From an optimization exercise on the open Yosys and OpenROAD flow, aimed at a short achievable clock period and few clock cycles; shortcuts taken in it are not production practice.
The RTL was checked by simulation tests, not by an equivalence proof against the original design.
Power figures rest on the tool's default switching activity, not on a simulated workload.

## design/flow/flow/run.sh

```bash
#!/bin/bash
set -euo pipefail
bash standard.sh SETUP_SLACK_MARGIN=10.5 "BUFFER_PORTS_ARGS=-buffer_cell sky130_fd_sc_hd__buf_8" finish > standard_flow.log 2>&1
```

## design/flow/standard.sh

```bash
#!/bin/bash
# synth_recipe.tcl (not shown) runs the flow's synth.tcl, then flattens the netlist and writes it again
# the make line also repeats each setting of config.mk as NAME=value (left out here)
make -C /OpenROAD-flow-scripts/flow DESIGN_CONFIG=/design/flow/config.mk WORK_HOME=/design/flow/orfs CLKGATE_MAP_FILE= SYNTH_SCRIPT=/design/flow/synth_recipe.tcl "${@:-finish}"
```

## design/flow/config.mk

```make
export PLATFORM = sky130hd
export DESIGN_NAME = mips
export DESIGN_NICKNAME = mips
export VERILOG_FILES = /design/flow/design.v
export SDC_FILE = /design/flow/constraint.sdc
export NUM_CORES = 4
export LEC_CHECK = 0
export CAP_MARGIN = 20
export CORE_MARGIN = 2
export CORE_UTILIZATION = 40
export PLACE_DENSITY = 0.6
export SLEW_MARGIN = 20
```

## design/flow/constraint.sdc

```tcl
create_clock -name core_clock -period 15.0 [get_ports {clk}]
set_input_delay 3.0000 -clock core_clock [delete_from_list [all_inputs] [get_ports {clk}]]
set_output_delay 3.0000 -clock core_clock [all_outputs]
set_load 0.01 [all_outputs]
```

## design/flow/design.v

```verilog
module regfile(
		input [4:0] wr_num, input [31:0] wr_data, input wr_en,
		input [4:0] rd0_num, output [31:0] rd0_data,
		input [4:0] rd1_num, output [31:0] rd1_data,
		input clk, reset);
	parameter [31:0] sp_init = 0;
	parameter [31:0] ra_init = 0;
    wire [32*32-1:0] data;
    assign data[31:0] = 32'h00000000;
    genvar i;
    generate
        for (i = 1; i < 32; i = i + 1) begin : g_reg
            reg [31:0] q;
            if (i == 29 || i == 31) begin : g_rst
                always @(posedge clk or posedge reset)
                if(reset)
                    q <= (i == 29) ? sp_init : ra_init;
                else if(wr_en && wr_num == i)
                    q <= wr_data;
            end
            else begin : g_norst
                always @(posedge clk)
                if(wr_en && wr_num == i)
                    q <= wr_data;
            end
            assign data[i*32 +: 32] = q;
        end
    endgenerate
   	assign rd0_data = data[rd0_num*32 +: 32];
   	assign rd1_data = data[rd1_num*32 +: 32];
endmodule
module mul_s1(input [31:0] a, input [31:0] b, output [191:0] rows);
    wire [32:0] bx = {b, 1'b0};
    wire [31:0] a2 = a << 1;
    wire [15:0] neg, one, two;
    genvar j;
    generate for (j = 0; j < 16; j = j + 1) begin : g_booth
        assign neg[j] = bx[2*j+2];
        assign one[j] = bx[2*j+1] ^ bx[2*j];
        assign two[j] = (bx[2*j+2] & ~bx[2*j+1] & ~bx[2*j]) | (~bx[2*j+2] & bx[2*j+1] & bx[2*j]);
    end endgenerate
    wire [31:0] x0 = ({32{one[0]}} & a) | ({32{two[0]}} & a2);
    wire [31:0] p0 = (x0 ^ {32{neg[0]}}) << 0;
    wire [31:0] x1 = ({32{one[1]}} & a) | ({32{two[1]}} & a2);
    wire [31:0] p1 = (x1 ^ {32{neg[1]}}) << 2;
    wire [31:0] x2 = ({32{one[2]}} & a) | ({32{two[2]}} & a2);
    wire [31:0] p2 = (x2 ^ {32{neg[2]}}) << 4;
    wire [31:0] x3 = ({32{one[3]}} & a) | ({32{two[3]}} & a2);
    wire [31:0] p3 = (x3 ^ {32{neg[3]}}) << 6;
    wire [31:0] x4 = ({32{one[4]}} & a) | ({32{two[4]}} & a2);
    wire [31:0] p4 = (x4 ^ {32{neg[4]}}) << 8;
    wire [31:0] x5 = ({32{one[5]}} & a) | ({32{two[5]}} & a2);
    wire [31:0] p5 = (x5 ^ {32{neg[5]}}) << 10;
    wire [31:0] x6 = ({32{one[6]}} & a) | ({32{two[6]}} & a2);
    wire [31:0] p6 = (x6 ^ {32{neg[6]}}) << 12;
    wire [31:0] x7 = ({32{one[7]}} & a) | ({32{two[7]}} & a2);
    wire [31:0] p7 = (x7 ^ {32{neg[7]}}) << 14;
    wire [31:0] x8 = ({32{one[8]}} & a) | ({32{two[8]}} & a2);
    wire [31:0] p8 = (x8 ^ {32{neg[8]}}) << 16;
    wire [31:0] x9 = ({32{one[9]}} & a) | ({32{two[9]}} & a2);
    wire [31:0] p9 = (x9 ^ {32{neg[9]}}) << 18;
    wire [31:0] x10 = ({32{one[10]}} & a) | ({32{two[10]}} & a2);
    wire [31:0] p10 = (x10 ^ {32{neg[10]}}) << 20;
    wire [31:0] x11 = ({32{one[11]}} & a) | ({32{two[11]}} & a2);
    wire [31:0] p11 = (x11 ^ {32{neg[11]}}) << 22;
    wire [31:0] x12 = ({32{one[12]}} & a) | ({32{two[12]}} & a2);
    wire [31:0] p12 = (x12 ^ {32{neg[12]}}) << 24;
    wire [31:0] x13 = ({32{one[13]}} & a) | ({32{two[13]}} & a2);
    wire [31:0] p13 = (x13 ^ {32{neg[13]}}) << 26;
    wire [31:0] x14 = ({32{one[14]}} & a) | ({32{two[14]}} & a2);
    wire [31:0] p14 = (x14 ^ {32{neg[14]}}) << 28;
    wire [31:0] x15 = ({32{one[15]}} & a) | ({32{two[15]}} & a2);
    wire [31:0] p15 = (x15 ^ {32{neg[15]}}) << 30;
    wire [31:0] pc = {1'b0, neg[15], 1'b0, neg[14], 1'b0, neg[13], 1'b0, neg[12], 1'b0, neg[11], 1'b0, neg[10], 1'b0, neg[9], 1'b0, neg[8], 1'b0, neg[7], 1'b0, neg[6], 1'b0, neg[5], 1'b0, neg[4], 1'b0, neg[3], 1'b0, neg[2], 1'b0, neg[1], 1'b0, neg[0]};
    wire [31:0] s0_0 = p0 ^ p1 ^ p2;
    wire [31:0] s0_1 = ((p0 & p1) | (p0 & p2) | (p1 & p2)) << 1;
    wire [31:0] s0_2 = p3 ^ p4 ^ p5;
    wire [31:0] s0_3 = ((p3 & p4) | (p3 & p5) | (p4 & p5)) << 1;
    wire [31:0] s0_4 = p6 ^ p7 ^ p8;
    wire [31:0] s0_5 = ((p6 & p7) | (p6 & p8) | (p7 & p8)) << 1;
    wire [31:0] s0_6 = p9 ^ p10 ^ p11;
    wire [31:0] s0_7 = ((p9 & p10) | (p9 & p11) | (p10 & p11)) << 1;
    wire [31:0] s0_8 = p12 ^ p13 ^ p14;
    wire [31:0] s0_9 = ((p12 & p13) | (p12 & p14) | (p13 & p14)) << 1;
    wire [31:0] s1_0 = s0_0 ^ s0_1 ^ s0_2;
    wire [31:0] s1_1 = ((s0_0 & s0_1) | (s0_0 & s0_2) | (s0_1 & s0_2)) << 1;
    wire [31:0] s1_2 = s0_3 ^ s0_4 ^ s0_5;
    wire [31:0] s1_3 = ((s0_3 & s0_4) | (s0_3 & s0_5) | (s0_4 & s0_5)) << 1;
    wire [31:0] s1_4 = s0_6 ^ s0_7 ^ s0_8;
    wire [31:0] s1_5 = ((s0_6 & s0_7) | (s0_6 & s0_8) | (s0_7 & s0_8)) << 1;
    wire [31:0] s1_6 = s0_9 ^ p15 ^ pc;
    wire [31:0] s1_7 = ((s0_9 & p15) | (s0_9 & pc) | (p15 & pc)) << 1;
    wire [31:0] s2_0 = s1_0 ^ s1_1 ^ s1_2;
    wire [31:0] s2_1 = ((s1_0 & s1_1) | (s1_0 & s1_2) | (s1_1 & s1_2)) << 1;
    wire [31:0] s2_2 = s1_3 ^ s1_4 ^ s1_5;
    wire [31:0] s2_3 = ((s1_3 & s1_4) | (s1_3 & s1_5) | (s1_4 & s1_5)) << 1;
    assign rows = {s1_7, s1_6, s2_3, s2_2, s2_1, s2_0};
endmodule
module mul_s2(input [191:0] rows, output [31:0] y);
    wire [31:0] r0 = rows[31:0];
    wire [31:0] r1 = rows[63:32];
    wire [31:0] r2 = rows[95:64];
    wire [31:0] r3 = rows[127:96];
    wire [31:0] r4 = rows[159:128];
    wire [31:0] r5 = rows[191:160];
    wire [31:0] t0_0 = r0 ^ r1 ^ r2;
    wire [31:0] t0_1 = ((r0 & r1) | (r0 & r2) | (r1 & r2)) << 1;
    wire [31:0] t0_2 = r3 ^ r4 ^ r5;
    wire [31:0] t0_3 = ((r3 & r4) | (r3 & r5) | (r4 & r5)) << 1;
    wire [31:0] t1_0 = t0_0 ^ t0_1 ^ t0_2;
    wire [31:0] t1_1 = ((t0_0 & t0_1) | (t0_0 & t0_2) | (t0_1 & t0_2)) << 1;
    wire [31:0] t2_0 = t1_0 ^ t1_1 ^ t0_3;
    wire [31:0] t2_1 = ((t1_0 & t1_1) | (t1_0 & t0_3) | (t1_1 & t0_3)) << 1;
    assign y = t2_0 + t2_1;
endmodule
module mips(
	input clk, reset,
    output [31:0] instr_addr,
    input [31:0] instr_in,
    output [31:0] data_addr,
    input [31:0] data_in,
    output logic [31:0] data_out,
    output logic [1:0] data_access_size,
    output data_rd_wr);
	parameter [31:0] pc_init = 0;
	parameter [31:0] sp_init = 0;
	parameter [31:0] ra_init = 0;
	localparam BI = 3;                
	localparam BN = 1 << BI;
	localparam BT = 6;                
	localparam BW = 14;               
	logic [31:0] pc, pc_out, pc_next;
	assign instr_addr = pc_out;
	wire [31:0] pc_plus4 = pc + 32'd4;
	logic [BN-1:0] btb_v;
	logic [BT-1:0] btb_tag [0:BN-1];
	logic [BW-1:0] btb_tgt [0:BN-1];
	wire [BI-1:0] f_idx = pc[BI+1:2];
	wire f_hit = btb_v[f_idx] && (btb_tag[f_idx] == pc[BT+BI+1:BI+2]);
	wire [31:0] f_pred = f_hit ? {pc[31:BW+2], btb_tgt[f_idx], pc[1:0]} : pc_plus4;
	logic iv, iw_ptk;                           
	logic [31:0] iw_pc, iw_pc4, iw_pnpc;
	logic hold_v, hold_ptk, skid_v, skid_ptk;
	logic [31:0] hold_ir, hold_pc, hold_pc4, hold_pnpc;
	logic [31:0] skid_ir, skid_pc, skid_pc4, skid_pnpc;
	logic [31:0] ras;
	wire use_in = !(hold_v || skid_v);
	wire [31:0] q_ir = hold_v ? hold_ir : skid_ir;
	wire [31:0] ir = use_in ? instr_in : q_ir;
	wire [31:0] id_pc = hold_v ? hold_pc : skid_v ? skid_pc : iw_pc;
	wire [31:0] id_pc4 = hold_v ? hold_pc4 : skid_v ? skid_pc4 : iw_pc4;
	wire [31:0] id_pnpc = hold_v ? hold_pnpc : skid_v ? skid_pnpc : iw_pnpc;
	wire id_ptk = hold_v ? hold_ptk : skid_v ? skid_ptk : iw_ptk;
	wire id_v = hold_v || skid_v || iv;
	wire pc_stay = hold_v && (skid_v || iv);
	wire [5:0] op = ir[31:26];
	wire [5:0] fn = ir[5:0];
	wire [4:0] rs = ir[25:21];
	wire [4:0] rt = ir[20:16];
	wire [4:0] rd = ir[15:11];
	wire [15:0] imm = ir[15:0];
	wire is_r    = (op == 6'h00);
	wire is_sll  = is_r && (fn == 6'h00);
	wire is_addu = is_r && (fn == 6'h21);
	wire is_subu = is_r && (fn == 6'h23);
	wire is_jr   = is_r && (fn == 6'h08);
	wire is_mul  = (op == 6'h1c) && (fn == 6'h02);
	wire is_addiu = (op == 6'h09);
	wire is_lui  = (op == 6'h0f);
	wire is_slti = (op == 6'h0a);
	wire is_lw   = (op == 6'h23);
	wire is_lbu  = (op == 6'h24);
	wire is_sw   = (op == 6'h2b);
	wire is_sb   = (op == 6'h28);
	wire is_j    = (op == 6'h02);
	wire is_jal  = (op == 6'h03);
	wire is_beq  = (op == 6'h04);
	wire is_bne  = (op == 6'h05);
	wire is_br   = is_beq || is_bne;
	wire is_jmp  = is_j || is_jal;
	wire is_ld   = is_lw || is_lbu;
	wire is_st   = is_sw || is_sb;
	wire [4:0] id_dst = (is_sll || is_addu || is_subu || is_mul) ? rd :
	                    (is_addiu || is_lui || is_slti || is_ld) ? rt :
	                    is_jal ? 5'd31 : 5'd0;
	wire id_wen = (id_dst != 5'd0);
	wire use_rs = is_addu || is_subu || is_mul || is_addiu || is_slti || is_ld || is_st || is_br || is_jr;
	wire use_rt = is_sll || is_addu || is_subu || is_mul || is_st || is_br;
	logic e_v;
	logic [31:0] e_a, e_b, e_imm, e_k, e_pc, e_pc4, e_jt, e_pnpc;
	logic [31:0] e_tokv;
	wire e_tok = &e_tokv;
	logic [4:0] e_sh, e_dst;
	logic e_faM, e_faW, e_faX, e_fbM, e_fbW, e_fbX;
	logic e_sel_add, e_sel_sub, e_sel_shl, e_sel_slt;
	logic e_use_imm, e_wen, e_ld, e_lbu, e_st, e_sb, e_mul, e_br, e_bne, e_jmp, e_jr;
	logic m_v;
	logic [31:0] m_res, m_addr, m_dout;
	logic [1:0] m_size;
	logic m_rd;
	logic [4:0] m_dst;
	logic m_wen, m_ld, m_lbu, m_mul;
	logic [191:0] m_rows;
	assign data_addr = m_addr;
	assign data_out = m_dout;
	assign data_access_size = m_size;
	assign data_rd_wr = m_rd;
	logic w_v;
	logic [31:0] w_res;
	logic [4:0] w_dst;
	logic w_wen, w_ld, w_lbu;
	wire [31:0] w_val = w_ld ? (w_lbu ? {24'b0, data_in[7:0]} : data_in) : w_res;
	wire w_we = w_v && w_wen;
	wire [31:0] rf_rs, rf_rt;
	regfile #(.sp_init(sp_init), .ra_init(ra_init)) regs(
		.wr_num(w_dst), .wr_data(w_val), .wr_en(w_we),
		.rd0_num(rs), .rd0_data(rf_rs),
		.rd1_num(rt), .rd1_data(rf_rt),
		.clk(clk), .reset(reset));
	logic [31:0] x_val;
	wire e_wr = e_v && e_wen;
	wire m_wr = m_v && m_wen;
	wire rs_e = e_wr && (e_dst == rs);
	wire rt_e = e_wr && (e_dst == rt);
	wire rs_m = m_wr && (m_dst == rs);
	wire rt_m = m_wr && (m_dst == rt);
	wire haz_rs = use_rs && ((rs_e && (e_ld || e_mul)) || (!rs_e && rs_m && m_ld));
	wire haz_rt = use_rt && ((rt_e && (e_ld || e_mul)) || (!rt_e && rt_m && m_ld));
	wire stall = id_v && (haz_rs || haz_rt);
	wire [31:0] id_sext = {{16{imm[15]}}, imm};
	wire [31:0] id_jtgt = {id_pc4[31:28], ir[25:0], 2'b00};
	wire [31:0] ta = id_pc4;
	wire [31:0] tb = {id_sext[29:0], 2'b00};
	wire [31:0] tk = id_pnpc;
	wire [31:0] tneed = ta ^ tb ^ tk;
	wire [31:0] tgen = {(ta[30:0] & tb[30:0]) | ((ta[30:0] | tb[30:0]) & ~tk[30:0]), 1'b0};
	wire [31:0] tgt_okv = ~(tneed ^ tgen);
	wire jr_ras = is_jr && (rs == 5'd31);
	wire br_back = is_br && (imm[15:6] == 10'h3ff);
	wire [6:0] bb_lo = {1'b0, id_pc4[7:2]} + {1'b0, imm[5:0]};
	wire [31:0] id_bbtgt = {id_pc4[31:8], bb_lo[5:0], id_pc4[1:0]};
	wire redir_id = id_v && !id_ptk && (is_jmp || jr_ras || br_back);
	wire [31:0] id_tgt = jr_ras ? ras : is_br ? id_bbtgt : id_jtgt;
	wire [31:0] a = e_faM ? m_res : e_faW ? w_res : e_faX ? x_val : e_a;
	wire [31:0] b = e_fbM ? m_res : e_fbW ? w_res : e_fbX ? x_val : e_b;
	wire [31:0] add = a + (e_use_imm ? e_imm : b);
	wire [31:0] sub = a - b;
	wire [31:0] shl = b << e_sh;
	wire slt = (a < e_imm);
	wire [31:0] res = e_sel_add ? add : e_sel_sub ? sub : e_sel_shl ? shl :
	                  e_sel_slt ? {31'b0, slt} : e_k;
	wire [31:0] e_tgt = e_br ? (e_pc4 + {e_imm[29:0], 2'b00}) : e_jt;
	wire taken = e_jmp || (e_br && ((a == b) ^ e_bne));
	wire eq_pc4 = (e_pnpc == e_pc4);
	wire redir_e = e_v && (e_jr ? (a != e_pnpc) : taken ? !e_tok : !eq_pc4);
	wire [31:0] e_npc = e_jr ? a : (taken ? e_tgt : e_pc4);
	wire [191:0] mul_rows;
	mul_s1 mul1(.a(a), .b(b), .rows(mul_rows));
	wire [31:0] mul_y;
	mul_s2 mul2(.rows(m_rows), .y(mul_y));
	wire [BI-1:0] e_idx = e_pc[BI+1:2];
	always @(*) begin
		if (redir_id && !redir_e) pc_next = id_tgt;
		else if (redir_e) pc_next = e_npc;
		else if (pc_stay) pc_next = pc;
		else pc_next = f_pred;
	end
	always @(posedge clk or posedge reset) begin
		if (reset) begin
			pc <= pc_init;
			iv <= 1'b0;
			hold_v <= 1'b0;
			skid_v <= 1'b0;
			e_v <= 1'b0;
			m_v <= 1'b0;
			w_v <= 1'b0;
			btb_v <= '0;
			ras <= ra_init;
		end else begin
			pc <= pc_next;
			iv <= !(redir_e || redir_id);
			hold_v <= stall && !redir_e;
			skid_v <= !(redir_e || redir_id) && hold_v && (skid_v || iv);
			e_v <= id_v && !stall && !redir_e;
			m_v <= e_v;
			w_v <= m_v;
			if (e_v && (e_br || e_jmp)) begin
				if (taken) btb_v[e_idx] <= 1'b1;
				else if (btb_tag[e_idx] == e_pc[BT+BI+1:BI+2]) btb_v[e_idx] <= 1'b0;
			end
			if (id_v && is_jal) ras <= id_pc4 + 32'd4;
		end
	end
	always @(posedge clk) begin
		if (e_v && (e_br || e_jmp) && taken) begin
			btb_tag[e_idx] <= e_pc[BT+BI+1:BI+2];
			btb_tgt[e_idx] <= e_tgt[BW+1:2];
		end
		pc_out <= reset ? pc_init : pc_next;
		m_rd <= !(e_v && e_st);
		iw_pc <= pc;
		iw_pc4 <= pc_plus4;
		iw_ptk <= f_hit;
		iw_pnpc <= f_pred;
		hold_ir <= ir;
		hold_pc <= id_pc;
		hold_pc4 <= id_pc4;
		hold_ptk <= id_ptk || redir_id;
		hold_pnpc <= redir_id ? id_tgt : id_pnpc;
		if (hold_v && !skid_v) begin
			skid_ir <= instr_in;
			skid_pc <= iw_pc;
			skid_pc4 <= iw_pc4;
			skid_ptk <= iw_ptk;
			skid_pnpc <= iw_pnpc;
		end
		e_a <= rf_rs;
		e_b <= rf_rt;
		x_val <= w_val;
		e_imm <= id_sext;
		e_k <= is_lui ? {imm, 16'b0} : (id_pc4 + 32'd4);
		e_pc <= id_pc;
		e_pc4 <= id_pc4;
		e_jt <= id_jtgt;
		e_tokv <= redir_id ? {32{!is_br || bb_lo[6]}} : is_br ? tgt_okv : ~(id_pnpc ^ id_jtgt);
		e_pnpc <= redir_id ? id_tgt : id_pnpc;
		e_sh <= ir[10:6];
		e_dst <= id_dst;
		e_wen <= id_wen;
		e_faM <= rs_e;
		e_faW <= !rs_e && rs_m;
		e_fbM <= rt_e;
		e_fbW <= !rt_e && rt_m;
		e_faX <= !rs_e && !rs_m && w_we && (w_dst == rs);
		e_fbX <= !rt_e && !rt_m && w_we && (w_dst == rt);
		e_sel_add <= is_addu || is_addiu || is_ld || is_st;
		e_sel_sub <= is_subu;
		e_sel_shl <= is_sll;
		e_sel_slt <= is_slti;
		e_use_imm <= !(is_addu || is_subu);
		e_ld <= is_ld;
		e_lbu <= is_lbu;
		e_st <= is_st;
		e_sb <= is_sb;
		e_mul <= is_mul;
		e_br <= is_br;
		e_bne <= is_bne;
		e_jmp <= is_jmp;
		e_jr <= is_jr;
		m_res <= res;
		m_addr <= add;
		m_dout <= b;
		m_size <= (e_lbu || e_sb) ? 2'd0 : 2'd1;
		m_dst <= e_dst;
		m_wen <= e_wen;
		m_ld <= e_ld;
		m_lbu <= e_lbu;
		m_mul <= e_mul;
		m_rows <= mul_rows;
		w_res <= m_mul ? mul_y : m_res;
		w_dst <= m_dst;
		w_wen <= m_wen;
		w_ld <= m_ld;
		w_lbu <= m_lbu;
	end
endmodule
```

==> impl_metrics.yaml, run 1 <==
outcome:
  status: "complete, no violations"
clock_tree:
  cts_tree: "yes"
  cts_buffer_depth: 4
  cts_root_buf: "clkbuf_16"
  clkTransAtPathRegs_ns: 0.07
  clk_latency_ns: 0.92
  cts.sinks: 1978
  hold_buffers: 0
  cts.htree.levels: 4
  cts_buffers: 219
sta:
  setup_viol: 0
  max_freq_mhz: 211
  worstMarginPinSlew_ns: 1.43
  finalClockSkew_ns: 0.0708
  finalHoldViolations: 0
  drv_slew: 0
  fin_crit_sh_pct: 31.7
  slew_headroom_pct: 3.81
  fin_setup_tns_ns: 0
  period_needed_ns: 4.75
  rsz0062_at_grt: "true"
min_path:
  hp-class: "reg -> reg"
  min_to: "w_lbu"
  whs_path_depth: 0
  worstHoldStart: "m_lbu"
cells_and_area:
  n_fill_cell: 23600
  seqCellArea_um2: 52400
  multi_input_area_um2: 56900
  drive_gt1_share_pct: 25.7
  nets: 10900
  area_growth_pct: 24.6
synth:
  avgSynthCellArea_um2: 11.0
  syn_nets: 10400
  synthTopCellsByArea: "edfxtp_1 (33%), dfxtp_1 (12%), mux4_2 (11%), a21oi_1 (4.3%), fa_1 (4.3%)"
  ys_warn_count: 2
  synthArstFlopShare_pct: 7.18
  yosysMostFrequentCell: "edfxtp_1"
  syn-cell-area_um2: 109000
  synth_top_area_share_pct: 33.0
  synth_cell_types: 99
  synth.largest_area_cell: "edfxtp_1"
  yosys_most_used_dff: "edfxtp_1"
  ys_ff_latch: 1978
  synth_common_cells: "edfxtp_1 (1,201), nand2_1 (1,079), a21oi_1 (945)"
  synth-seq-area-share_pct: 47.9
  synth_cells: 9897
  synth_edf_count: 1201
drt:
  drc: 0
  ant_nets: 0
  wl_per_cell_um: 35.6
  vias_per_cell: 6.53
  drt_wl_total_um: 504000
  drt_iter0_drc: 14900
  drt_pass1_iterations: 9
  num_vias: 92300
floorplan:
  die_h_um: 527
  start_util_pct: 40.3
  die_area_um2: 277000
  num_rows: 191
  die_w_um: 527
  core-area_um2: 271000
  ioPinCount: 165
pwr:
  power_mw: 26.2
  power_density_nw_per_um2: 192
  ir_drop_mv: 0.487
  leakagePower_nw: 50.5
grt:
  grt_pass1_vias: 87900
  track_usage_pct: 34.7
  grt_antenna_before_repair: 33
  overflow: 0
  grt_max_degree: 77
  grt_pass1_wl_um: 685000
setup_path:
  critPathMaxFanout: 7
  end_kind: "flop"
  worstReg2RegEnd: "m_rows[31]"
  cp.required_ns: 15.82
  criticalPathCategory: "reg -> reg"
  rr_worst_depth: 24
  start_kind: "flop"
  timing.rr.start: "e_fbX"
  r2r_slack_ns: 10.25
  crit_arrival_ns: 5.57
placement:
  portBuffers: 163
  gp_congestion: 1.01
  post-dp-hpwl_um: 300000
run:
  maxCapViolCount: 0
## routing by layer
layer	vias up	global-route usage (%)	share of wire [%]
li1	37300	-	-
met1	45900	44.3	36
met2	7121	50.4	42
met3	1950	9.93	13
met4	30	24.6	9.0
met5	-	0.0519	0.039
## stage by stage
step                      instances  util (%)  setup slack [ns]  hold WS, ns  area, um^2
after floorplan                9897         -              9.77        0.310      111000
after global placement        13100      42.8              7.64        0.317      116000
after detailed placement      13100      42.8              7.56        0.320      116000
after CTS                     13900      48.8             10.32        0.331      132000
after global routing          14100      50.2             10.06        0.334      136000
final                         14100      50.2             10.25        0.330      136000
## how the worst max path moves through the flow
| stage | cells after the start | from | end | slack (ns) |
|---|---|---|---|---|
| finish | 24 | e_fbX | m_rows[31] | 10.25 |
| global route | 22 | e_fbX | m_rows[31] | 10.06 |
| CTS | 23 | e_fbX | m_rows[31] | 10.32 |
| detailed placement | 13 | instr_in[5] | pc_out[25] | 7.56 |
| global placement | 13 | instr_in[5] | pc_out[25] | 7.64 |
| floorplan | 12 | instr_in[31] | pc_out[22] | 9.77 |
## placed cells by master (no fill, tap or decap), types with 313 or more instances in the layout
cell	synthesis	final
dfxtp_1	635	593
o21ai_0	514	397
mux4_2	510	510
buf_4	24	480
a21oi_1	945	863
nor2_1	669	586
edfxtp_1	1201	1201
inv_1	467	434
nand2_1	1079	1046
xnor2_1	337	313
## report_power, final
| group | internal [mW] | total (mW) | switching (mW) |
|---|---|---|---|
| sequential | 6.81 | 7.63 | 0.821 |
| combinational | 4.76 | 13.1 | 8.30 |
| clock | 3.17 | 5.51 | 2.34 |
## repair_timing
item,4_1_cts,5_1_grt
pin swaps,160,143
gates cloned,103,25
buffers inserted,312,164
setup endpoints to repair,617,414
resized for setup,918,367
## worst max-delay path, cell delays in order (launching register included)
cell and delay (ns):
dfxtp_4 0.40, buf_16 0.16, mux2i_4 0.20, o21ai_4 0.26, mux2i_4 0.14, buf_6 0.16, buf_8 0.13, nand2_4 0.07
buf_12 0.09, o21ai_0 0.12, o21ai_2 0.17, o221ai_2 0.12, fa_1 0.56, inv_2 0.04, fa_2 0.40, xnor2_2 0.16
xnor2_2 0.20, xnor2_2 0.14, xnor2_1 0.11, xnor2_1 0.21, xnor2_1 0.11, xnor2_1 0.22, xnor2_1 0.17, xnor2_1 0.16
xnor2_1 0.15
## layout make-up
cell class	instances	area share [%]
multi-input cells	6674	41.8
repair inverters	15	0.125
repair buffers	961	9.22
inverters	524	1.78
clock inverters	104	0.732
well taps	3570	3.28
flip-flops and latches	1978	38.5
diodes	8	0.0147
clock buffers	301	4.58
## registers in the layout (all words and copies together) (netlist names), 48 cells and up, named ones only
register and cells:
btb_tgt 112, regs.g.q 992, btb_tag 48, m_rows 98
## kinds of logic (layout without fill, tap and decap cells)
logic type / count (synthesis) / in the layout / synth area share [%]
flip-flops: 1978 / 1978 / 47.9
XOR/XNOR: 454 / 454 / 3.64
buffers and inverters: 1274 / 1905 / 4.62
other: 1 / 9 / 0.00343
AO/OA/AOI/OAI: 2360 / 2370 / 13.1
AND/OR/NAND/NOR: 2487 / 2506 / 9.82
multiplexers: 869 / 869 / 13.9
adder cells (fa/ha/maj): 474 / 474 / 7.02
Testbench counts, summed over its fixed seeds: cycles 170,066.
==> run 2, diff against run 1 <==
--- a/design/flow/design.v
+++ b/design/flow/design.v
@@ -29,7 +29,7 @@
    	assign rd0_data = data[rd0_num*32 +: 32];
    	assign rd1_data = data[rd1_num*32 +: 32];
 endmodule
-module mul_s1(input [31:0] a, input [31:0] b, output [191:0] rows);
+module mul_s1(input [31:0] a, input [31:0] b, output [255:0] rows);
     wire [32:0] bx = {b, 1'b0};
     wire [31:0] a2 = a << 1;
     wire [15:0] neg, one, two;
@@ -90,28 +90,36 @@
     wire [31:0] s1_5 = ((s0_6 & s0_7) | (s0_6 & s0_8) | (s0_7 & s0_8)) << 1;
     wire [31:0] s1_6 = s0_9 ^ p15 ^ pc;
     wire [31:0] s1_7 = ((s0_9 & p15) | (s0_9 & pc) | (p15 & pc)) << 1;
-    wire [31:0] s2_0 = s1_0 ^ s1_1 ^ s1_2;
-    wire [31:0] s2_1 = ((s1_0 & s1_1) | (s1_0 & s1_2) | (s1_1 & s1_2)) << 1;
-    wire [31:0] s2_2 = s1_3 ^ s1_4 ^ s1_5;
-    wire [31:0] s2_3 = ((s1_3 & s1_4) | (s1_3 & s1_5) | (s1_4 & s1_5)) << 1;
-    assign rows = {s1_7, s1_6, s2_3, s2_2, s2_1, s2_0};
+    assign rows = {s1_7, s1_6, s1_5, s1_4, s1_3, s1_2, s1_1, s1_0};
 endmodule
-module mul_s2(input [191:0] rows, output [31:0] y);
+module mul_s2(input [255:0] rows, output [95:0] rows2);
     wire [31:0] r0 = rows[31:0];
     wire [31:0] r1 = rows[63:32];
     wire [31:0] r2 = rows[95:64];
     wire [31:0] r3 = rows[127:96];
     wire [31:0] r4 = rows[159:128];
     wire [31:0] r5 = rows[191:160];
+    wire [31:0] r6 = rows[223:192];
+    wire [31:0] r7 = rows[255:224];
     wire [31:0] t0_0 = r0 ^ r1 ^ r2;
     wire [31:0] t0_1 = ((r0 & r1) | (r0 & r2) | (r1 & r2)) << 1;
     wire [31:0] t0_2 = r3 ^ r4 ^ r5;
     wire [31:0] t0_3 = ((r3 & r4) | (r3 & r5) | (r4 & r5)) << 1;
     wire [31:0] t1_0 = t0_0 ^ t0_1 ^ t0_2;
     wire [31:0] t1_1 = ((t0_0 & t0_1) | (t0_0 & t0_2) | (t0_1 & t0_2)) << 1;
-    wire [31:0] t2_0 = t1_0 ^ t1_1 ^ t0_3;
-    wire [31:0] t2_1 = ((t1_0 & t1_1) | (t1_0 & t0_3) | (t1_1 & t0_3)) << 1;
-    assign y = t2_0 + t2_1;
+    wire [31:0] t1_2 = t0_3 ^ r6 ^ r7;
+    wire [31:0] t1_3 = ((t0_3 & r6) | (t0_3 & r7) | (r6 & r7)) << 1;
+    wire [31:0] t2_0 = t1_0 ^ t1_1 ^ t1_2;
+    wire [31:0] t2_1 = ((t1_0 & t1_1) | (t1_0 & t1_2) | (t1_1 & t1_2)) << 1;
+    assign rows2 = {t1_3, t2_1, t2_0};
+endmodule
+module mul_s3(input [95:0] rows, output [31:0] y);
+    wire [31:0] r0 = rows[31:0];
+    wire [31:0] r1 = rows[63:32];
+    wire [31:0] r2 = rows[95:64];
+    wire [31:0] u0_0 = r0 ^ r1 ^ r2;
+    wire [31:0] u0_1 = ((r0 & r1) | (r0 & r2) | (r1 & r2)) << 1;
+    assign y = u0_0 + u0_1;
 endmodule
 module mips(
 	input clk, reset,
@@ -129,8 +137,8 @@
 	localparam BN = 1 << BI;
 	localparam BT = 6;                
 	localparam BW = 14;               
-	logic [31:0] pc, pc_out, pc_next;
-	assign instr_addr = pc_out;
+	logic [31:0] pc, pc_next;
+	assign instr_addr = pc;
 	wire [31:0] pc_plus4 = pc + 32'd4;
 	logic [BN-1:0] btb_v;
 	logic [BT-1:0] btb_tag [0:BN-1];
@@ -141,7 +149,9 @@
 	logic iv, iw_ptk;                           
 	logic [31:0] iw_pc, iw_pc4, iw_pnpc;
 	logic hold_v, hold_ptk, skid_v, skid_ptk;
-	logic [31:0] hold_ir, hold_pc, hold_pc4, hold_pnpc;
+	logic [31:0] hold_ir, hold_pc, hold_pc4, hold_pnp, hold_tgt;
+	logic hold_rd;
+	wire [31:0] hold_pnpc = hold_rd ? hold_tgt : hold_pnp;
 	logic [31:0] skid_ir, skid_pc, skid_pc4, skid_pnpc;
 	logic [31:0] ras;
 	wire use_in = !(hold_v || skid_v);
@@ -187,9 +197,11 @@
 	wire use_rs = is_addu || is_subu || is_mul || is_addiu || is_slti || is_ld || is_st || is_br || is_jr;
 	wire use_rt = is_sll || is_addu || is_subu || is_mul || is_st || is_br;
 	logic e_v;
-	logic [31:0] e_a, e_b, e_imm, e_k, e_pc, e_pc4, e_jt, e_pnpc;
+	logic [31:0] e_a, e_b, e_imm, e_k, e_pc, e_pc4, e_jt, e_pn_t, e_pn_p;
 	logic [31:0] e_tokv;
-	wire e_tok = &e_tokv;
+	logic e_rd, e_tok_rv;
+	wire [31:0] e_pnpc = e_rd ? e_pn_t : e_pn_p;
+	wire e_tok = e_rd ? e_tok_rv : &e_tokv;
 	logic [4:0] e_sh, e_dst;
 	logic e_faM, e_faW, e_faX, e_fbM, e_fbW, e_fbX;
 	logic e_sel_add, e_sel_sub, e_sel_shl, e_sel_slt;
@@ -200,7 +212,11 @@
 	logic m_rd;
 	logic [4:0] m_dst;
 	logic m_wen, m_ld, m_lbu, m_mul;
-	logic [191:0] m_rows;
+	logic [255:0] m_rows;
+	logic m_bu, m_btk;
+	logic [BI-1:0] m_bidx;
+	logic [BT-1:0] m_btag;
+	logic [BW-1:0] m_btgt;
 	assign data_addr = m_addr;
 	assign data_out = m_dout;
 	assign data_access_size = m_size;
@@ -208,8 +224,10 @@
 	logic w_v;
 	logic [31:0] w_res;
 	logic [4:0] w_dst;
-	logic w_wen, w_ld, w_lbu;
-	wire [31:0] w_val = w_ld ? (w_lbu ? {24'b0, data_in[7:0]} : data_in) : w_res;
+	logic w_wen, w_ld, w_lbu, w_mul;
+	logic [95:0] w_rows;
+	wire [31:0] mul_y;
+	wire [31:0] w_val = w_ld ? (w_lbu ? {24'b0, data_in[7:0]} : data_in) : w_mul ? mul_y : w_res;
 	wire w_we = w_v && w_wen;
 	wire [31:0] rf_rs, rf_rt;
 	regfile #(.sp_init(sp_init), .ra_init(ra_init)) regs(
@@ -224,8 +242,8 @@
 	wire rt_e = e_wr && (e_dst == rt);
 	wire rs_m = m_wr && (m_dst == rs);
 	wire rt_m = m_wr && (m_dst == rt);
-	wire haz_rs = use_rs && ((rs_e && (e_ld || e_mul)) || (!rs_e && rs_m && m_ld));
-	wire haz_rt = use_rt && ((rt_e && (e_ld || e_mul)) || (!rt_e && rt_m && m_ld));
+	wire haz_rs = use_rs && ((rs_e && (e_ld || e_mul)) || (!rs_e && rs_m && (m_ld || m_mul)));
+	wire haz_rt = use_rt && ((rt_e && (e_ld || e_mul)) || (!rt_e && rt_m && (m_ld || m_mul)));
 	wire stall = id_v && (haz_rs || haz_rt);
 	wire [31:0] id_sext = {{16{imm[15]}}, imm};
 	wire [31:0] id_jtgt = {id_pc4[31:28], ir[25:0], 2'b00};
@@ -254,10 +272,11 @@
 	wire eq_pc4 = (e_pnpc == e_pc4);
 	wire redir_e = e_v && (e_jr ? (a != e_pnpc) : taken ? !e_tok : !eq_pc4);
 	wire [31:0] e_npc = e_jr ? a : (taken ? e_tgt : e_pc4);
-	wire [191:0] mul_rows;
+	wire [255:0] mul_rows;
 	mul_s1 mul1(.a(a), .b(b), .rows(mul_rows));
-	wire [31:0] mul_y;
-	mul_s2 mul2(.rows(m_rows), .y(mul_y));
+	wire [95:0] mul_rows2;
+	mul_s2 mul2(.rows(m_rows), .rows2(mul_rows2));
+	mul_s3 mul3(.rows(w_rows), .y(mul_y));
 	wire [BI-1:0] e_idx = e_pc[BI+1:2];
 	always @(*) begin
 		if (redir_id && !redir_e) pc_next = id_tgt;
@@ -274,6 +293,7 @@
 			e_v <= 1'b0;
 			m_v <= 1'b0;
 			w_v <= 1'b0;
+			m_bu <= 1'b0;
 			btb_v <= '0;
 			ras <= ra_init;
 		end else begin
@@ -284,19 +304,23 @@
 			e_v <= id_v && !stall && !redir_e;
 			m_v <= e_v;
 			w_v <= m_v;
-			if (e_v && (e_br || e_jmp)) begin
-				if (taken) btb_v[e_idx] <= 1'b1;
-				else if (btb_tag[e_idx] == e_pc[BT+BI+1:BI+2]) btb_v[e_idx] <= 1'b0;
+			m_bu <= e_v && (e_br || e_jmp);
+			if (m_bu) begin
+				if (m_btk) btb_v[m_bidx] <= 1'b1;
+				else if (btb_tag[m_bidx] == m_btag) btb_v[m_bidx] <= 1'b0;
 			end
 			if (id_v && is_jal) ras <= id_pc4 + 32'd4;
 		end
 	end
 	always @(posedge clk) begin
-		if (e_v && (e_br || e_jmp) && taken) begin
-			btb_tag[e_idx] <= e_pc[BT+BI+1:BI+2];
-			btb_tgt[e_idx] <= e_tgt[BW+1:2];
+		if (m_bu && m_btk) begin
+			btb_tag[m_bidx] <= m_btag;
+			btb_tgt[m_bidx] <= m_btgt;
 		end
-		pc_out <= reset ? pc_init : pc_next;
+		m_btk <= taken;
+		m_bidx <= e_idx;
+		m_btag <= e_pc[BT+BI+1:BI+2];
+		m_btgt <= e_tgt[BW+1:2];
 		m_rd <= !(e_v && e_st);
 		iw_pc <= pc;
 		iw_pc4 <= pc_plus4;
@@ -306,7 +330,9 @@
 		hold_pc <= id_pc;
 		hold_pc4 <= id_pc4;
 		hold_ptk <= id_ptk || redir_id;
-		hold_pnpc <= redir_id ? id_tgt : id_pnpc;
+		hold_rd <= redir_id;
+		hold_tgt <= id_tgt;
+		hold_pnp <= id_pnpc;
 		if (hold_v && !skid_v) begin
 			skid_ir <= instr_in;
 			skid_pc <= iw_pc;
@@ -322,8 +348,11 @@
 		e_pc <= id_pc;
 		e_pc4 <= id_pc4;
 		e_jt <= id_jtgt;
-		e_tokv <= redir_id ? {32{!is_br || bb_lo[6]}} : is_br ? tgt_okv : ~(id_pnpc ^ id_jtgt);
-		e_pnpc <= redir_id ? id_tgt : id_pnpc;
+		e_rd <= redir_id;
+		e_tok_rv <= !is_br || bb_lo[6];
+		e_tokv <= is_br ? tgt_okv : ~(id_pnpc ^ id_jtgt);
+		e_pn_t <= id_tgt;
+		e_pn_p <= id_pnpc;
 		e_sh <= ir[10:6];
 		e_dst <= id_dst;
 		e_wen <= id_wen;
@@ -357,7 +386,9 @@
 		m_lbu <= e_lbu;
 		m_mul <= e_mul;
 		m_rows <= mul_rows;
-		w_res <= m_mul ? mul_y : m_res;
+		w_res <= m_res;
+		w_mul <= m_mul;
+		w_rows <= mul_rows2;
 		w_dst <= m_dst;
 		w_wen <= m_wen;
 		w_ld <= m_ld;
==> impl_metrics.yaml, run 2 <==
outcome:
  status: "complete, no violations"
synth:
  synth_edf_count: 1201
  synth_top_area_share_pct: 32.8
  yosysMostFrequentCell: "edfxtp_1"
  synthArstFlopShare_pct: 6.79
  synth_common_cells: "edfxtp_1 (1,201), nand2_1 (1,114), a21oi_1 (766)"
  avgSynthCellArea_um2: 11.6
  ys_ff_latch: 2106
  ys_warn_count: 2
  syn-cell-area_um2: 110000
  synth-seq-area-share_pct: 49.9
  synth_cells: 9464
  syn_nets: 10000
  synth.largest_area_cell: "edfxtp_1"
  yosys_most_used_dff: "edfxtp_1"
  synthTopCellsByArea: "edfxtp_1 (33%), dfxtp_1 (14%), mux4_2 (11%), fa_1 (4.2%), nand2_1 (3.8%)"
  synth_cell_types: 111
setup_path:
  timing.rr.start: "e_faX"
  cp.required_ns: 15.80
  r2r_slack_ns: 10.40
  critPathMaxFanout: 8
  worstReg2RegEnd: "pc[23]"
  cp_top_family: "simple AND/OR/NAND/NOR gates"
  cp_num_buf_inv: 4
  end_kind: "flop"
  slowest_delay_ns: 0.57
  path_cells: "buf_8, mux2i_4, o21a_4, inv_2, or4_4, nor4_2, and2_4, o221ai_4, buf_12, buf_16, or2_0, a32o_1"
  rr_worst_depth: 18
  crit_arrival_ns: 5.58
  start_kind: "input pin"
  slowest_stage: "or4_4"
  criticalPathCategory: "in -> reg"
sta:
  setup_viol: 0
  max_freq_mhz: 209
  worstMarginPinSlew_ns: 1.32
  finalHoldViolations: 0
  setup_ws_ns: 10.22
  fin_setup_tns_ns: 0
  finalClockSkew_ns: 0.141
  fin_hold_ws_ns: 0.328
  rsz0062_at_grt: "true"
  drv_slew: 0
  period_needed_ns: 4.78
  fin_crit_sh_pct: 31.8
  slew_headroom_pct: 11.2
run:
  maxCapViolCount: 0
min_path:
  worstHoldStart: "m_lbu"
  whs_path_depth: 0
  min_to: "w_lbu"
  hp-class: "reg -> reg"
clock_tree:
  cts_buffer_depth: 4
  clkTransAtPathRegs_ns: 0.07
  clk_latency_ns: 0.95
  cts_tree: "yes"
  cts.sinks: 2106
  hold_buffers: 0
  cts_root_buf: "clkbuf_16"
  cts.htree.levels: 4
  cts_buffers: 229
drt:
  wl_per_cell_um: 33.5
  drt_pass1_iterations: 7
  ant_nets: 0
  drc: 0
  num_vias: 85800
  drt_wl_total_um: 453000
  vias_per_cell: 6.34
  drt_iter0_drc: 13100
pwr:
  leakagePower_nw: 47.9
  ir_drop_mv: 0.133
  power_density_nw_per_um2: 173
placement:
  post-dp-hpwl_um: 280000
  portBuffers: 163
  dp_worst_setup_slack_ns: 7.76
  gp_congestion: 0.994
cells_and_area:
  reg_top3: "regs.g.q x992, m_rows x133, btb_tgt x112"
  nets: 10300
  area_growth_pct: 19.3
  mostFrequentLayoutCell: "edfxtp_1"
  largest_register_ffs: 992
  drive_gt1_share_pct: 22.7
  regMostFlops: "regs.g.q"
  final_cell_mix: "edfxtp_1 (1,201), nand2_1 (1,099), dfxtp_1 (737)"
floorplan:
  die_w_um: 528
  die_area_um2: 279000
  start_util_pct: 40.2
  die_h_um: 528
  core-area_um2: 273000
  ioPinCount: 165
  num_rows: 192
grt:
  grt_pass1_vias: 82200
  grt_max_degree: 127
  grt_antenna_before_repair: 31
  grt_pass1_wl_um: 628000
  overflow: 0
  track_usage_pct: 31.5
-- run 2: kinds of logic (layout without fill, tap and decap cells) --
| family | count (synthesis) | count (layout) | synth area share (%) |
|---|---|---|---|
| buffers and inverters | 1047 | 1508 | 4.08 |
| muxes | 896 | 896 | 14.3 |
| and+or+nand+nor | 2308 | 2311 | 9.00 |
| xor gates and xnor gates | 434 | 434 | 3.46 |
| other | 1 | 12 | 0.00341 |
| adders and majority gates | 474 | 474 | 6.98 |
| DFF | 2106 | 2106 | 49.9 |
| AOI/OAI and AO/OA | 2198 | 2205 | 12.3 |
-- run 2: layout make-up --
type,count,area [um^2]
tap,3589,4490
fill,24000,142000
sequential,2106,55000
clock inverter,111,1300
multi-input combinational,6321,53000
timing repair buffer,742,9300
antenna,11,27.5
clock buffer,312,6410
inverter,334,1530
timing repair inverter,9,98.8
-- run 2: how the worst max path moves through the flow --
stage	from	end	slack, ns	cells past startpoint
after floorplan	instr_in[31]	pc[3]	9.86	11
after global placement	instr_in[21]	e_a[6]	7.85	11
after detailed placement	instr_in[21]	e_a[6]	7.76	11
after CTS	instr_in[31]	pc[22]	10.26	12
after global routing	instr_in[31]	pc[22]	10.24	12
final	instr_in[30]	pc[22]	10.22	12
-- run 2: repair_timing --
item                       in CTS  in global routing
setup endpoints to repair     459                261
pin swaps                      42                 74
buffers inserted              164                107
cloned                         53                 13
gates resized for setup       486                260
-- run 2: report_power, final --
| part | internal, mW | leakage, nW | switching (mW) |
|---|---|---|---|
| Sequential | 7.36 | 18.8 | 0.693 |
| Clock | 3.42 | 3.75 | 2.45 |
| Combinational | 3.38 | 25.4 | 5.34 |
-- run 2: routing by layer --
metal	GRT usage (%)	routed length, um	up-vias	share of wire, %
met5	0	103	-	0.023
met4	18.9	33400	14	7.4
met3	7.70	53300	1337	12
met2	46.6	196000	6022	43
met1	41.7	171000	43000	38
li1	-	-	35500	-
-- run 2: worst reg2reg max path: stages (launching register included) --
cell and delay (ns):
dfxtp_2 0.34, buf_12 0.13, bufbuf_16 0.31, buf_4 0.14
mux2i_4 0.31, a21o_1 0.19, buf_6 0.21, clkinvlp_4 0.21
ha_4 0.34, nand3_1 0.13, nor3_2 0.24, nor2_1 0.07
or3_4 0.40, buf_4 0.19, nor2_2 0.79, a21oi_1 0.09
a211oi_1 0.32, a211oi_2 0.06, a21oi_1 0.14
-- run 2: per-stage QoR --
stage               instance area, um^2  util, %  std cells  power, mW
finish                           131000     48.0      13500       22.6
global route                     131000     48.0      13500       23.5
CTS                              129000     47.2      13400       22.3
detailed placement               117000     42.6      12800       16.0
global placement                 116000     42.6      12800       15.9
floorplan                        111000        -       9464       12.7
Testbench counts of run 2, summed over its fixed seeds: cycles 172,473.
==> run 3, diff against run 2 <==
--- a/design/flow/design.v
+++ b/design/flow/design.v
@@ -29,7 +29,7 @@
    	assign rd0_data = data[rd0_num*32 +: 32];
    	assign rd1_data = data[rd1_num*32 +: 32];
 endmodule
-module mul_s1(input [31:0] a, input [31:0] b, output [255:0] rows);
+module mul_s1(input [31:0] a, input [31:0] b, output [191:0] rows);
     wire [32:0] bx = {b, 1'b0};
     wire [31:0] a2 = a << 1;
     wire [15:0] neg, one, two;
@@ -90,36 +90,28 @@
     wire [31:0] s1_5 = ((s0_6 & s0_7) | (s0_6 & s0_8) | (s0_7 & s0_8)) << 1;
     wire [31:0] s1_6 = s0_9 ^ p15 ^ pc;
     wire [31:0] s1_7 = ((s0_9 & p15) | (s0_9 & pc) | (p15 & pc)) << 1;
-    assign rows = {s1_7, s1_6, s1_5, s1_4, s1_3, s1_2, s1_1, s1_0};
+    wire [31:0] s2_0 = s1_0 ^ s1_1 ^ s1_2;
+    wire [31:0] s2_1 = ((s1_0 & s1_1) | (s1_0 & s1_2) | (s1_1 & s1_2)) << 1;
+    wire [31:0] s2_2 = s1_3 ^ s1_4 ^ s1_5;
+    wire [31:0] s2_3 = ((s1_3 & s1_4) | (s1_3 & s1_5) | (s1_4 & s1_5)) << 1;
+    assign rows = {s1_7, s1_6, s2_3, s2_2, s2_1, s2_0};
 endmodule
-module mul_s2(input [255:0] rows, output [95:0] rows2);
+module mul_s2(input [191:0] rows, output [31:0] y);
     wire [31:0] r0 = rows[31:0];
     wire [31:0] r1 = rows[63:32];
     wire [31:0] r2 = rows[95:64];
     wire [31:0] r3 = rows[127:96];
     wire [31:0] r4 = rows[159:128];
     wire [31:0] r5 = rows[191:160];
-    wire [31:0] r6 = rows[223:192];
-    wire [31:0] r7 = rows[255:224];
     wire [31:0] t0_0 = r0 ^ r1 ^ r2;
     wire [31:0] t0_1 = ((r0 & r1) | (r0 & r2) | (r1 & r2)) << 1;
     wire [31:0] t0_2 = r3 ^ r4 ^ r5;
     wire [31:0] t0_3 = ((r3 & r4) | (r3 & r5) | (r4 & r5)) << 1;
     wire [31:0] t1_0 = t0_0 ^ t0_1 ^ t0_2;
     wire [31:0] t1_1 = ((t0_0 & t0_1) | (t0_0 & t0_2) | (t0_1 & t0_2)) << 1;
-    wire [31:0] t1_2 = t0_3 ^ r6 ^ r7;
-    wire [31:0] t1_3 = ((t0_3 & r6) | (t0_3 & r7) | (r6 & r7)) << 1;
-    wire [31:0] t2_0 = t1_0 ^ t1_1 ^ t1_2;
-    wire [31:0] t2_1 = ((t1_0 & t1_1) | (t1_0 & t1_2) | (t1_1 & t1_2)) << 1;
-    assign rows2 = {t1_3, t2_1, t2_0};
-endmodule
-module mul_s3(input [95:0] rows, output [31:0] y);
-    wire [31:0] r0 = rows[31:0];
-    wire [31:0] r1 = rows[63:32];
-    wire [31:0] r2 = rows[95:64];
-    wire [31:0] u0_0 = r0 ^ r1 ^ r2;
-    wire [31:0] u0_1 = ((r0 & r1) | (r0 & r2) | (r1 & r2)) << 1;
-    assign y = u0_0 + u0_1;
+    wire [31:0] t2_0 = t1_0 ^ t1_1 ^ t0_3;
+    wire [31:0] t2_1 = ((t1_0 & t1_1) | (t1_0 & t0_3) | (t1_1 & t0_3)) << 1;
+    assign y = t2_0 + t2_1;
 endmodule
 module mips(
 	input clk, reset,
@@ -169,27 +161,26 @@
 	wire [4:0] rt = ir[20:16];
 	wire [4:0] rd = ir[15:11];
 	wire [15:0] imm = ir[15:0];
-	wire is_r    = (op == 6'h00);
-	wire is_sll  = is_r && (fn == 6'h00);
-	wire is_addu = is_r && (fn == 6'h21);
-	wire is_subu = is_r && (fn == 6'h23);
-	wire is_jr   = is_r && (fn == 6'h08);
-	wire is_mul  = (op == 6'h1c) && (fn == 6'h02);
-	wire is_addiu = (op == 6'h09);
-	wire is_lui  = (op == 6'h0f);
-	wire is_slti = (op == 6'h0a);
-	wire is_lw   = (op == 6'h23);
-	wire is_lbu  = (op == 6'h24);
-	wire is_sw   = (op == 6'h2b);
-	wire is_sb   = (op == 6'h28);
-	wire is_j    = (op == 6'h02);
-	wire is_jal  = (op == 6'h03);
-	wire is_beq  = (op == 6'h04);
-	wire is_bne  = (op == 6'h05);
-	wire is_br   = is_beq || is_bne;
-	wire is_jmp  = is_j || is_jal;
-	wire is_ld   = is_lw || is_lbu;
-	wire is_st   = is_sw || is_sb;
+	wire is_r    = !op[5] && !op[3] && !op[2] && !op[1];        
+	wire is_sll  = is_r && !fn[5] && !fn[3];                    
+	wire is_addu = is_r && fn[5] && !fn[1];                     
+	wire is_subu = is_r && fn[5] && fn[1];                      
+	wire is_jr   = is_r && fn[3];                               
+	wire is_mul  = op[4];                                       
+	wire is_imm  = !op[5] && !op[4] && op[3];                   
+	wire is_addiu = is_imm && !op[1];                           
+	wire is_lui  = is_imm && op[2];                             
+	wire is_slti = is_imm && op[1] && !op[2];                   
+	wire is_ld   = op[5] && !op[3];                             
+	wire is_st   = op[5] && op[3];                              
+	wire is_lw   = is_ld && op[1];                              
+	wire is_lbu  = is_ld && !op[1];                             
+	wire is_sw   = is_st && op[1];                              
+	wire is_sb   = is_st && !op[1];                             
+	wire is_jmp  = !op[5] && !op[3] && op[1];                   
+	wire is_jal  = is_jmp && op[0];                             
+	wire is_br   = !op[5] && !op[3] && op[2];                   
+	wire is_bne  = is_br && op[0];                              
 	wire [4:0] id_dst = (is_sll || is_addu || is_subu || is_mul) ? rd :
 	                    (is_addiu || is_lui || is_slti || is_ld) ? rt :
 	                    is_jal ? 5'd31 : 5'd0;
@@ -212,7 +203,7 @@
 	logic m_rd;
 	logic [4:0] m_dst;
 	logic m_wen, m_ld, m_lbu, m_mul;
-	logic [255:0] m_rows;
+	logic [191:0] m_rows;
 	logic m_bu, m_btk;
 	logic [BI-1:0] m_bidx;
 	logic [BT-1:0] m_btag;
@@ -224,10 +215,8 @@
 	logic w_v;
 	logic [31:0] w_res;
 	logic [4:0] w_dst;
-	logic w_wen, w_ld, w_lbu, w_mul;
-	logic [95:0] w_rows;
-	wire [31:0] mul_y;
-	wire [31:0] w_val = w_ld ? (w_lbu ? {24'b0, data_in[7:0]} : data_in) : w_mul ? mul_y : w_res;
+	logic w_wen, w_ld, w_lbu;
+	wire [31:0] w_val = w_ld ? (w_lbu ? {24'b0, data_in[7:0]} : data_in) : w_res;
 	wire w_we = w_v && w_wen;
 	wire [31:0] rf_rs, rf_rt;
 	regfile #(.sp_init(sp_init), .ra_init(ra_init)) regs(
@@ -242,8 +231,8 @@
 	wire rt_e = e_wr && (e_dst == rt);
 	wire rs_m = m_wr && (m_dst == rs);
 	wire rt_m = m_wr && (m_dst == rt);
-	wire haz_rs = use_rs && ((rs_e && (e_ld || e_mul)) || (!rs_e && rs_m && (m_ld || m_mul)));
-	wire haz_rt = use_rt && ((rt_e && (e_ld || e_mul)) || (!rt_e && rt_m && (m_ld || m_mul)));
+	wire haz_rs = use_rs && ((rs_e && (e_ld || e_mul)) || (!rs_e && rs_m && m_ld));
+	wire haz_rt = use_rt && ((rt_e && (e_ld || e_mul)) || (!rt_e && rt_m && m_ld));
 	wire stall = id_v && (haz_rs || haz_rt);
 	wire [31:0] id_sext = {{16{imm[15]}}, imm};
 	wire [31:0] id_jtgt = {id_pc4[31:28], ir[25:0], 2'b00};
@@ -272,11 +261,10 @@
 	wire eq_pc4 = (e_pnpc == e_pc4);
 	wire redir_e = e_v && (e_jr ? (a != e_pnpc) : taken ? !e_tok : !eq_pc4);
 	wire [31:0] e_npc = e_jr ? a : (taken ? e_tgt : e_pc4);
-	wire [255:0] mul_rows;
+	wire [191:0] mul_rows;
 	mul_s1 mul1(.a(a), .b(b), .rows(mul_rows));
-	wire [95:0] mul_rows2;
-	mul_s2 mul2(.rows(m_rows), .rows2(mul_rows2));
-	mul_s3 mul3(.rows(w_rows), .y(mul_y));
+	wire [31:0] mul_y;
+	mul_s2 mul2(.rows(m_rows), .y(mul_y));
 	wire [BI-1:0] e_idx = e_pc[BI+1:2];
 	always @(*) begin
 		if (redir_id && !redir_e) pc_next = id_tgt;
@@ -386,9 +374,7 @@
 		m_lbu <= e_lbu;
 		m_mul <= e_mul;
 		m_rows <= mul_rows;
-		w_res <= m_res;
-		w_mul <= m_mul;
-		w_rows <= mul_rows2;
+		w_res <= m_mul ? mul_y : m_res;
 		w_dst <= m_dst;
 		w_wen <= m_wen;
 		w_ld <= m_ld;
==> impl_metrics.yaml, run 3 <==
outcome:
  status: "complete, no violations"
grt:
  grt_antenna_before_repair: 23
  grt_max_degree: 140
  grt_pass1_wl_um: 629000
  overflow: 0
  grt_pass1_vias: 83400
  track_usage_pct: 32.2
synth:
  syn-cell-area_um2: 108000
  yosysMostFrequentCell: "edfxtp_1"
  syn_nets: 10000
  synth_xor_area_share_pct: 3.80
  synth-seq-area-share_pct: 49.0
  ys_warn_count: 2
  synthAdderAreaFrac_pct: 7.12
  synthSimpleGateAreaFrac_pct: 8.77
  synth_top_family_by_area: "multiplexers"
  synthTopCellsByArea: "edfxtp_1 (33%), dfxtp_1 (12%), mux4_2 (11%), fa_1 (4.3%), a21oi_1 (4.1%)"
  synthArstFlopShare_pct: 7.15
  synth_compound_area_share_pct: 12.9
  avgSynthCellArea_um2: 11.4
  synth.largest_area_cell: "edfxtp_1"
  synth_cells: 9463
  synthMuxAreaShare_pct: 13.9
  yosys_most_used_dff: "edfxtp_1"
  synth_edf_count: 1201
  synth_common_cells: "edfxtp_1 (1,201), nand2_1 (946), a21oi_1 (891)"
  synth_cell_types: 89
  synth_top_area_share_pct: 33.5
  ys_ff_latch: 2001
floorplan:
  start_util_pct: 40.2
  die_w_um: 523
  die_h_um: 523
  die_area_um2: 273000
  core-area_um2: 268000
  ioPinCount: 165
  num_rows: 190
cells_and_area:
  regMostFlops: "regs.g.q"
  area_growth_pct: 21.6
  final_util_pct: 48.9
  nets: 10400
  seqCellArea_um2: 52900
  drive_gt1_share_pct: 23.7
  layout.cells.non_filler: 13600
  mostFrequentLayoutCell: "edfxtp_1"
  n_fill_cell: 23300
  largest_register_ffs: 992
  final_cell_mix: "edfxtp_1 (1,201), nand2_1 (914), a21oi_1 (867)"
  reg_top3: "regs.g.q x992, btb_tgt x112, m_rows x98"
  multi_input_area_um2: 53400
sta:
  rsz0062_at_grt: "true"
  fin_crit_sh_pct: 31.7
  worstMarginPinSlew_ns: 1.25
  max_freq_mhz: 210
  setup_viol: 0
  fin_setup_tns_ns: 0
  slew_headroom_pct: 16.4
  finalClockSkew_ns: 0.158
  period_needed_ns: 4.75
  fin_hold_ws_ns: 0.334
  drv_slew: 0
  finalHoldViolations: 0
placement:
  gp_congestion: 0.995
  dp.cells: 12700
  portBuffers: 163
  post-dp-hpwl_um: 280000
setup_path:
  critPathMaxFanout: 7
  slowest_stage: "or3_4"
  slowest_delay_ns: 0.38
  worstReg2RegEnd: "pc[30]"
  r2r_slack_ns: 10.29
  timing.rr.start: "e_faM"
  end_kind: "flop"
  crit_arrival_ns: 5.48
  rr_worst_depth: 14
  cp.required_ns: 15.73
  path_cells: "buf_8, mux2i_4, o21a_4, inv_16, nand4_1, nor4_4, buf_12, or3_4, o211ai_4, buf_12, nand2_8, o22ai_2, nor2_1, a22o_1"
  criticalPathCategory: "in -> reg"
  crit_top_cell: "buf_12"
  start_kind: "input pin"
clock_tree:
  cts_buffer_depth: 4
  cts_buffers: 217
  clkTransAtPathRegs_ns: 0.06
  cts_tree: "yes"
  cts.htree.levels: 4
  cts_root_buf: "clkbuf_16"
  cts.sinks: 2001
  clk_latency_ns: 0.98
pwr:
  leakagePower_nw: 48.4
  power_density_nw_per_um2: 241
  power_mw: 31.6
  ir_drop_mv: 0.608
drt:
  drt_wl_total_um: 463000
  drt_iter0_drc: 13200
  drt_pass1_iterations: 19
  ant_nets: 0
  num_vias: 87000
  vias_per_cell: 6.41
  wl_per_cell_um: 34.1
  drc: 0
run:
  maxCapViolCount: 0
min_path:
  hp-class: "reg -> reg"
  whs_path_depth: 0
  min_to: "w_lbu"
  worstHoldStart: "m_lbu"
run 3: cell types whose count changed after synthesis, moves of 45 or more:
| cell | delta |
|---|---|
| nand3_1 | -91 |
| buf_2 | -98 |
| o21ai_0 | -90 |
| inv_1 | +154 |
| a221oi_1 | -45 |
| xor2_1 | +66 |
| clkbuf_1 | +92 |
| nand2_1 | -168 |
| nor2_1 | +107 |
| dfxtp_1 | -105 |
| a21oi_1 | +125 |
run 3: kinds of logic (layout without fill, tap and decap cells):
family	after synthesis	count (layout)
adder cells (fa/ha/maj)	474	474
flip-flops	2001	2001
other	1	27
AND/OR/NAND/NOR	2206	2216
XOR/XNOR	466	466
multiplexers	840	840
AO/OA/AOI/OAI	2266	2272
buffers and inverters	1209	1736
run 3: critical path: cells and delay by family:
| family | cells | cell delay [ns] |
|---|---|---|
| compound gates | 4 | 0.81 |
| simple gates | 5 | 0.85 |
| mux | 1 | 0.26 |
| buf+inv | 4 | 0.54 |
run 3: final cells by class:
type | count | share of cell area, %
multi-input combinational | 6269 | 40.8
antenna | 26 | 0.0497
timing repair inverter | 11 | 0.0946
timing repair buffer | 841 | 7.97
inverter | 486 | 1.65
clock inverter | 109 | 1.04
clock buffer | 289 | 4.66
tap | 3552 | 3.39
sequential | 2001 | 40.4
run 3: how the worst max path moves through the flow:
stage,from,end,slack (ns),cells past startpoint
2_1_floorplan,instr_in[31],pc[4],9.77,12
3_3_place_gp,instr_in[16],e_b[24],7.61,11
3_5_place_dp,instr_in[16],e_b[11],7.58,11
4_1_cts,instr_in[31],pc[28],10.25,12
5_1_grt,e_fbX,m_rows[95],10.22,18
6_report,instr_in[22],pc[31],10.25,14
run 3: metal layers:
metal  routed length (um)  part of all wire [%]  vias up  global-route usage [%]
met5                    8                0.0017        -                       0
met3                56300                    12     1788                    8.58
met4                39000                   8.4        2                    20.8
met2               201000                    43     6423                    48.6
met1               167000                    36    43300                    40.9
li1                     -                     -    35500                       -
run 3: repair_timing:
item	in CTS	in global routing
setup endpoints to repair	369	162
cloned	61	29
setup buffers	233	143
pin swaps	82	123
hold buffers	0	0
hold endpoints to repair	0	0
resized for setup	657	267
run 3: report_power, final:
part / internal (mW) / switching [mW] / leakage [nW]
combinational: 6.65 / 11.1 / 26.8
sequential: 7.34 / 0.826 / 17.9
clock: 3.34 / 2.35 / 3.66
total: 17.3 / 14.3 / 48.4
run 3: metrics by stage:
stage	setup slack [ns]	cell area (um^2)
2_1_floorplan	9.77	109000
3_3_place_gp	7.61	114000
3_5_place_dp	7.58	114000
4_1_cts	10.25	128000
6_report	10.25	131000
5_1_grt	10.22	131000
Testbench counts of run 3, summed over its fixed seeds: cycles 170,054.
==> run 4, diff against run 3 <==
==> design/flow/flow/run.sh (replaced) <==
#!/bin/bash
set -euo pipefail
bash standard.sh SETUP_SLACK_MARGIN=10.5 "BUFFER_PORTS_ARGS=-buffer_cell sky130_fd_sc_hd__buf_8" CTS_CLUSTER_SIZE=20 CTS_CLUSTER_DIAMETER=100 finish > standard_flow.log 2>&1
==> impl_metrics.yaml, run 4 <==
synth:
  yosys_most_used_dff: "edfxtp_1"
  avgSynthCellArea_um2: 11.4
  synth_top_family_by_area: "multiplexers"
  synth.largest_area_cell: "edfxtp_1"
  synth_common_cells: "edfxtp_1 (1,201), nand2_1 (946), a21oi_1 (891)"
  ys_ff_latch: 2001
  synthArstFlopShare_pct: 7.15
  syn-cell-area_um2: 108000
  synth_xor_area_share_pct: 3.80
  synth_top_area_share_pct: 33.5
  synth_cell_types: 89
  synth-seq-area-share_pct: 49.0
  synth_cells: 9463
  ys_warn_count: 2
  synth_edf_count: 1201
  synthSimpleGateAreaFrac_pct: 8.77
  yosysMostFrequentCell: "edfxtp_1"
  synthTopCellsByArea: "edfxtp_1 (33%), dfxtp_1 (12%), mux4_2 (11%), fa_1 (4.3%), a21oi_1 (4.1%)"
  synthAdderAreaFrac_pct: 7.12
  syn_nets: 10000
  synthMuxAreaShare_pct: 13.9
  synth_compound_area_share_pct: 12.9
grt:
  grt_pass1_wl_um: 626000
  grt_antenna_before_repair: 28
  overflow: 0
  grt_pass1_vias: 82600
  grt_max_degree: 140
  track_usage_pct: 32.1
pwr:
  p_seq_share_pct: 27.7
  leakagePower_nw: 46.6
  p_sw_mw: 13.9
  ir_drop_mv: 0.428
  power_frac_clock_pct: 11.9
  power_density_nw_per_um2: 231
  power.internal_mw: 15.6
  sw_frac_of_total_pct: 47.1
  power_frac_comb_pct: 60.4
floorplan:
  start_util_pct: 40.2
  core-area_um2: 268000
  ioPinCount: 165
  die_w_um: 523
  num_rows: 190
  die_h_um: 523
  die_area_um2: 273000
setup_path:
  criticalPathCategory: "in -> reg"
  crit_arrival_ns: 5.44
  cp.required_ns: 15.67
  critPathMaxFanout: 7
  crit_path_start: "instr_in[31]"
  timing.rr.start: "e_faW"
  end_kind: "flop"
  start_kind: "input pin"
sta:
  fin_hold_ws_ns: 0.341
  setup_viol: 0
  period_needed_ns: 4.77
  drv_slew: 0
  fin_setup_tns_ns: 0
  fin_crit_sh_pct: 31.8
  rsz0062_at_grt: "true"
  finalClockSkew_ns: 0.117
  finalHoldViolations: 0
  worstMarginPinSlew_ns: 1.26
  slew_headroom_pct: 15.3
  max_freq_mhz: 210
drt:
  drc: 0
  wl_met2_um: 199000
  wl_met1_um: 168000
  drt_iter0_drc: 13500
  num_vias: 85900
  drt_pass1_iterations: 10
  top_layer: "met5"
  ant_nets: 0
  dr_wl_met3_um: 53000
  drt_wl_total_um: 457000
  wl_per_cell_um: 34.1
  vias_per_cell: 6.42
placement:
  placed_area_um2: 114000
  gp_congestion: 0.995
  dp.cells: 12700
  post-dp-hpwl_um: 280000
  portBuffers: 163
clock_tree:
  cts_root_buf: "clkbuf_16"
  cts.htree.levels: 3
  clk_latency_ns: 0.88
  cts_buffers: 116
  cts.sinks: 2001
  cts_buffer_depth: 3
  cts_tree: "yes"
  clkTransAtPathRegs_ns: 0.09
outcome:
  status: "complete, no violations"
cells_and_area:
  seqCellArea_um2: 52900
  mostFrequentLayoutCell: "edfxtp_1"
  multi_input_area_um2: 53500
  final_cell_mix: "edfxtp_1 (1,201), nand2_1 (912), a21oi_1 (864)"
  largest_register_ffs: 992
  reg_top3: "regs.g.q x992, btb_tgt x112, m_rows x98"
  nets: 10300
  drive_gt1_share_pct: 22.2
  area_growth_pct: 18.2
  regMostFlops: "regs.g.q"
  n_fill_cell: 23700
  layout.cells.non_filler: 13400
  stdcell_area_um2: 127000
min_path:
  worstHoldStart: "m_lbu"
  hp-class: "reg -> reg"
run:
  maxCapViolCount: 0
run 4: cell type report:
cell class | instances | area share [%]
well taps | 3552 | 3.49
clock inverters | 20 | 0.251
clock buffers | 200 | 2.56
multi-input cells | 6270 | 42.1
flip-flops and latches | 2001 | 41.6
inverters | 486 | 1.68
repair buffers | 840 | 8.28
repair inverters | 13 | 0.115
diodes | 11 | 0.0216
run 4: worst paths after layout:
kind | end | slack, ns | cells past startpoint
worst max-delay path | pc[23] | 10.23 | 13
worst max register to register | pc[0] | 10.27 | 13
worst min register to register | w_lbu | 0.34 | 0
worst min-delay path | w_lbu | 0.34 | 0
min in group asynchronous | ras[24] | 2.26 | 2
max in group asynchronous | pc[2] | 11.23 | 3
run 4: layer usage:
layer / track usage (%) / vias to the layer above
li1: - / 35200
met1: 41.2 / 42800
met2: 48.8 / 6268
met3: 7.70 / 1654
met4: 20.1 / 20
met5: 0 / -
run 4: power by group through the flow:
stage / Sequential [mW] / Clock, mW / Combinational, mW
after floorplan: 7.83 / 0 / 9.19
after global placement: 8.25 / 0 / 14.8
after detailed placement: 8.28 / 0 / 14.9
after CTS: 8.13 / 3.52 / 16.4
after global routing: 8.24 / 3.71 / 18.7
final: 8.16 / 3.49 / 17.8
run 4: repair_timing:
item                       CTS  global route
setup buffers              241           136
hold buffers                 0             0
gates resized for setup    661           307
setup endpoints to repair  370           171
pin swaps                   97           104
cloned                      68            22
run 4: through the flow:
step                setup WS (ns)  total power, mW  utilization, %
global placement             7.61             23.0            42.7
detailed placement           7.58             23.2            42.7
floorplan                    9.77             17.0               -
global route                10.22             30.6            47.5
finish                      10.23             29.4            47.5
CTS                         10.24             28.0            46.4
run 4: logic make-up (layout without fill, tap and decap cells):
kind of cell    Yosys count  after routing
xor+xnor                466            466
compound gates         2266           2272
simple gates           2206           2217
flops                  2001           2001
buf+inv                1209           1559
other cells               1             12
mux                     840            840
fa+ha+maj               474            474
run 4: critical path, stage by stage:
cell and delay [ns]:
buf_8 0.10, mux2i_4 0.14, o21a_2 0.16, inv_2 0.04, or4_4 0.59, nor4_4 0.24
buf_12 0.16, or3_4 0.13, o211ai_4 0.10, buf_12 0.20, buf_6 0.12, mux2i_2 0.14
a22oi_2 0.29

Check on run 4: ideal ports give 10.227 ns setup slack; a clkbuf_16 on the clock port and buf_2 on the inputs give 10.269 ns; moving port delays by the midpoint clock arrival (0.921 ns) as well gives 9.371 ns.
